This is an optimization exercise on Yosys and OpenROAD, whose aim is small area, a short achievable clock period and few clock cycles per item, not a production implementation.
RTL that was checked went through simulation tests only; none was proved equivalent to the original.
Power figures rest on the tool's default switching activity, not on a simulated workload.

PW:
// booth_multiplier
module booth_multiplier(clk, reset_n, multiplier, multiplicand, op_start, op_clear, result, op_done);
	input clk, reset_n, op_start, op_clear;
	input [63:0] multiplier, multiplicand;
	output op_done;
	output [127:0] result;
	reg busy, fin, done;
	reg [2:0] cnt;
	wire idle = ~(busy | fin | done);
	wire last = (cnt == 3'd7);
	always @(posedge clk or negedge reset_n)
		if (!reset_n) begin
			busy <= 1'b0; fin <= 1'b0; done <= 1'b0;
		end else if (op_clear) begin
			busy <= 1'b0; fin <= 1'b0; done <= 1'b0;
		end else begin
			busy <= idle ? op_start : (busy & ~last);
			fin <= busy & last;
			done <= fin | done;
		end
	always @(posedge clk)
		cnt <= busy ? cnt + 1'b1 : 3'd0;
	reg [63:0] B;       
	reg [63:0] lo;      
	reg [63:0] S;       
	reg [62:0] C;       
	reg [7:0] DS, DC;  
	reg cf;             
	wire [8:0] eb = idle ? {multiplier[7:0], 1'b0} : lo[15:7];
	wire [3:0] n_one, n_two, n_neg;
	genvar g;
	generate for (g = 0; g < 4; g = g + 1) begin : enc
		assign n_one[g] = eb[2*g+1] ^ eb[2*g];
		assign n_two[g] = (eb[2*g+2] & ~eb[2*g+1] & ~eb[2*g]) | (~eb[2*g+2] & eb[2*g+1] & eb[2*g]);
		assign n_neg[g] = eb[2*g+2];
	end endgenerate
	reg [3:0] e_one, e_two, e_neg;     
	wire [3:0] n_nz = n_one | n_two;
	always @(posedge clk) begin
		e_one <= n_one; e_two <= n_two; e_neg <= n_neg;
	end
	wire [3:0] negb = e_neg;
	wire [64:0] bx = {B[63], B};
	wire [64:0] bx2 = {B, 1'b0};
	wire [64:0] pp0, px0;
	assign px0[64:0] = {65{e_neg[0]}} ^ (({65{e_one[0]}} & bx[64:0]) | ({65{e_two[0]}} & bx2[64:0]));
	assign pp0 = {~px0[64], px0[63:0]};
	wire [64:0] pp1, px1;
	assign px1[64:0] = {65{e_neg[1]}} ^ (({65{e_one[1]}} & bx[64:0]) | ({65{e_two[1]}} & bx2[64:0]));
	assign pp1 = {~px1[64], px1[63:0]};
	wire [64:0] pp2, px2;
  ...
Size: roughly 2500 cells after synthesis, about 27000 um^2 of cells after synthesis.
Settings: LEC_CHECK=0, CAP_MARGIN=20, CORE_MARGIN=2, CORE_UTILIZATION=50, CTS_CLUSTER_DIAMETER=100, CTS_CLUSTER_SIZE=20, SETUP_SLACK_MARGIN=3.3, SLEW_MARGIN=20, SYNTH_HIERARCHICAL=1; clock period 6.0 ns.
standard.sh (not shown) runs the stock make flow with config.mk's settings and CLKGATE_MAP_FILE= SYNTH_SCRIPT=/design/flow/synth_recipe.tcl, a recipe that flattens the netlist after the stock synthesis.
==> flow/flow/run.sh <==
#!/bin/bash
# Standard layout with two changes: the port buffers are plain buffers (buf_2)
# instead of delay buffers, and synthesis leaves adders to abc (no full-adder
# cells). Registers are untouched by either change.
bash standard.sh ADDER_MAP_FILE= "BUFFER_PORTS_ARGS=-buffer_cell sky130_fd_sc_hd__buf_2" finish > standard.log 2>&1
PW finished all stages; the layout is clean.
Testbench counts of PW, summed over its fixed seeds: cycles 5,760, items 480.
## Diff of input files: MS against PW
diff --git a/flow/design.v b/flow/design.v
--- a/flow/design.v
+++ b/flow/design.v
@@ -545,34 +545,34 @@
 	wire fc245 = (pp0[64] & pp1[62]) | (pp0[64] & pp2[60]) | (pp1[62] & pp2[60]);
 	wire fs246 = pp3[58] ^ fc241 ^ fc242;
 	wire fc246 = (pp3[58] & fc241) | (pp3[58] & fc242) | (fc241 & fc242);
 	wire fs247 = fs245 ^ fc243 ^ fs246;
 	wire fc247 = (fs245 & fc243) | (fs245 & fs246) | (fc243 & fs246);
 	wire fs248 = ~(pp1[63] ^ pp2[61]);
 	wire fc248 = pp1[63] | pp2[61];
 	wire fs249 = pp3[59] ^ fc245 ^ fs248;
 	wire fc249 = (pp3[59] & fc245) | (pp3[59] & fs248) | (fc245 & fs248);
-	wire fs250 = fc246 ^ fs249;
-	wire fc250 = fc246 & fs249;
+	wire fs250 = fc246 ^ fs249 ^ fc247;
+	wire fc250 = (fc246 & fs249) | (fc246 & fc247) | (fs249 & fc247);
 	wire fs251 = pp1[64] ^ pp2[62] ^ pp3[60];
 	wire fc251 = (pp1[64] & pp2[62]) | (pp1[64] & pp3[60]) | (pp2[62] & pp3[60]);
 	wire fs252 = fc248 ^ fs251 ^ fc249;
 	wire fc252 = (fc248 & fs251) | (fc248 & fc249) | (fs251 & fc249);
 	wire fs253 = ~(pp2[63] ^ pp3[61]);
 	wire fc253 = pp2[63] | pp3[61];
-	wire fs254 = fc251 ^ fs253;
-	wire fc254 = fc251 & fs253;
+	wire fs254 = fc251 ^ fs253 ^ fc252;
+	wire fc254 = (fc251 & fs253) | (fc251 & fc252) | (fs253 & fc252);
 	wire fs255 = pp2[64] ^ pp3[62] ^ fc253;
 	wire fc255 = (pp2[64] & pp3[62]) | (pp2[64] & fc253) | (pp3[62] & fc253);
 	wire fs256 = ~(pp3[63] ^ fc255);
 	wire fc256 = pp3[63] | fc255;
-	wire [71:0] sp = {1'b0, pp3[64], fs256, fc254, fs254, fc250, fs250, fc244, fc240, fc236, fc232, fc228, fc224, fc220, fc216, fc212, fc208, fc204, fc200, fc196, fc192, fc188, fc184, fc180, fc176, fc172, fc168, fc164, fc160, fc156, fc152, fc148, fc144, fc140, fc136, fc132, fc128, fc124, fc120, fc116, fc112, fc108, fc104, fc100, fc96, fc92, fc88, fc84, fc80, fc76, fc72, fc68, fc64, fc60, fc56, fc52, fc48, fc44, fc40, fc36, fc32, fc28, fc24, fc20, fc16, fc12, fc9, fc6, fs5, fc2, pp0[1], pp0[0]};
-	wire [71:0] cp = {1'b0, fc256, 1'b0, fs255, fc252, fs252, fc247, fs247, fs244, fs240, fs236, fs232, fs228, fs224, fs220, fs216, fs212, fs208, fs204, fs200, fs196, fs192, fs188, fs184, fs180, fs176, fs172, fs168, fs164, fs160, fs156, fs152, fs148, fs144, fs140, fs136, fs132, fs128, fs124, fs120, fs116, fs112, fs108, fs104, fs100, fs96, fs92, fs88, fs84, fs80, fs76, fs72, fs68, fs64, fs60, fs56, fs52, fs48, fs44, fs40, fs36, fs32, fs28, fs24, fs20, fs16, fs12, fs9, fs6, fs4, fs2, fs1};
+	wire [71:0] sp = {1'b0, pp3[64], fs256, fs255, fs254, fs252, fs250, fc244, fc240, fc236, fc232, fc228, fc224, fc220, fc216, fc212, fc208, fc204, fc200, fc196, fc192, fc188, fc184, fc180, fc176, fc172, fc168, fc164, fc160, fc156, fc152, fc148, fc144, fc140, fc136, fc132, fc128, fc124, fc120, fc116, fc112, fc108, fc104, fc100, fc96, fc92, fc88, fc84, fc80, fc76, fc72, fc68, fc64, fc60, fc56, fc52, fc48, fc44, fc40, fc36, fc32, fc28, fc24, fc20, fc16, fc12, fc9, fc6, fs5, fc2, pp0[1], pp0[0]};
+	wire [71:0] cp = {1'b0, fc256, 1'b0, fc254, 1'b0, fc250, 1'b0, fs247, fs244, fs240, fs236, fs232, fs228, fs224, fs220, fs216, fs212, fs208, fs204, fs200, fs196, fs192, fs188, fs184, fs180, fs176, fs172, fs168, fs164, fs160, fs156, fs152, fs148, fs144, fs140, fs136, fs132, fs128, fs124, fs120, fs116, fs112, fs108, fs104, fs100, fs96, fs92, fs88, fs84, fs80, fs76, fs72, fs68, fs64, fs60, fs56, fs52, fs48, fs44, fs40, fs36, fs32, fs28, fs24, fs20, fs16, fs12, fs9, fs6, fs4, fs2, fs1};
 	wire [63:0] s_next = {(sp[71] | cp[71]) ^ last, sp[70:8]};
 	wire [62:0] c_next = cp[70:8];
 	wire [71:0] asum;
 	wire acarry;
 	booth_final_adder u_add(.S(S), .C(C), .DS(DS), .DC(DC), .cf(cf), .asum(asum), .acarry(acarry));
 	wire [63:0] hi = asum[71:8];
 	wire first = busy & (cnt == 3'd0);
 	always @(posedge clk) begin
 		DS <= busy ? sp[7:0] : 8'b0;
[summary]
- Sort MS and PW by transition time of the tightest slew-check pin, descending, and PW comes first.
- Sequential power: MS vs PW — no meaningful difference
- Between MS and PW, it is MS whose combinational cell fraction of total power is lower, by 0.7 points.
- Going from PW to MS, final worst slack fell 0.066 ns, cell count rose 1.2%.
- The endpoint of the most critical setup path comes out S[51]$_DFF_P_ in one run and S[63]$_DFF_P_ in the other, namely in PW and MS respectively.
- MS vs PW — post-route clock skew dropped 0.017 ns.
- [compare] base=PW new=MS: synthesized area was more or less identical, worst slew margin relative to its limit shows an increase of 6.5 points.
No functional check of the RTL was part of MS.

[what the ideal ports hide]
How much do the figures lean on ideal ports? The routed layouts below were timed once more, with nothing changed but the port constraints.
Step 1, drivers: a clkbuf_16 drives clk and a buf_2 each remaining input, both assumed.
Step 2 times the ports against the registers' clock, not the clock port: input delays grow and output delays shrink by t, the midpoint of the rising clock arrivals with the driver on.
a / b / c = ideal ports / drivers / drivers and shift; a / b = the first two.
run	t (ns)	setup slack, ns	hold slack, ns	pins driven straight from the clock port
PW	0.616	3.355 / 3.355 / 3.355	0.402 / 0.387 / 0.497	1
MS	0.620	3.289 / 3.289 / 3.289	0.420 / 0.408 / 0.500	1
After both steps every run listed still meets setup and hold.
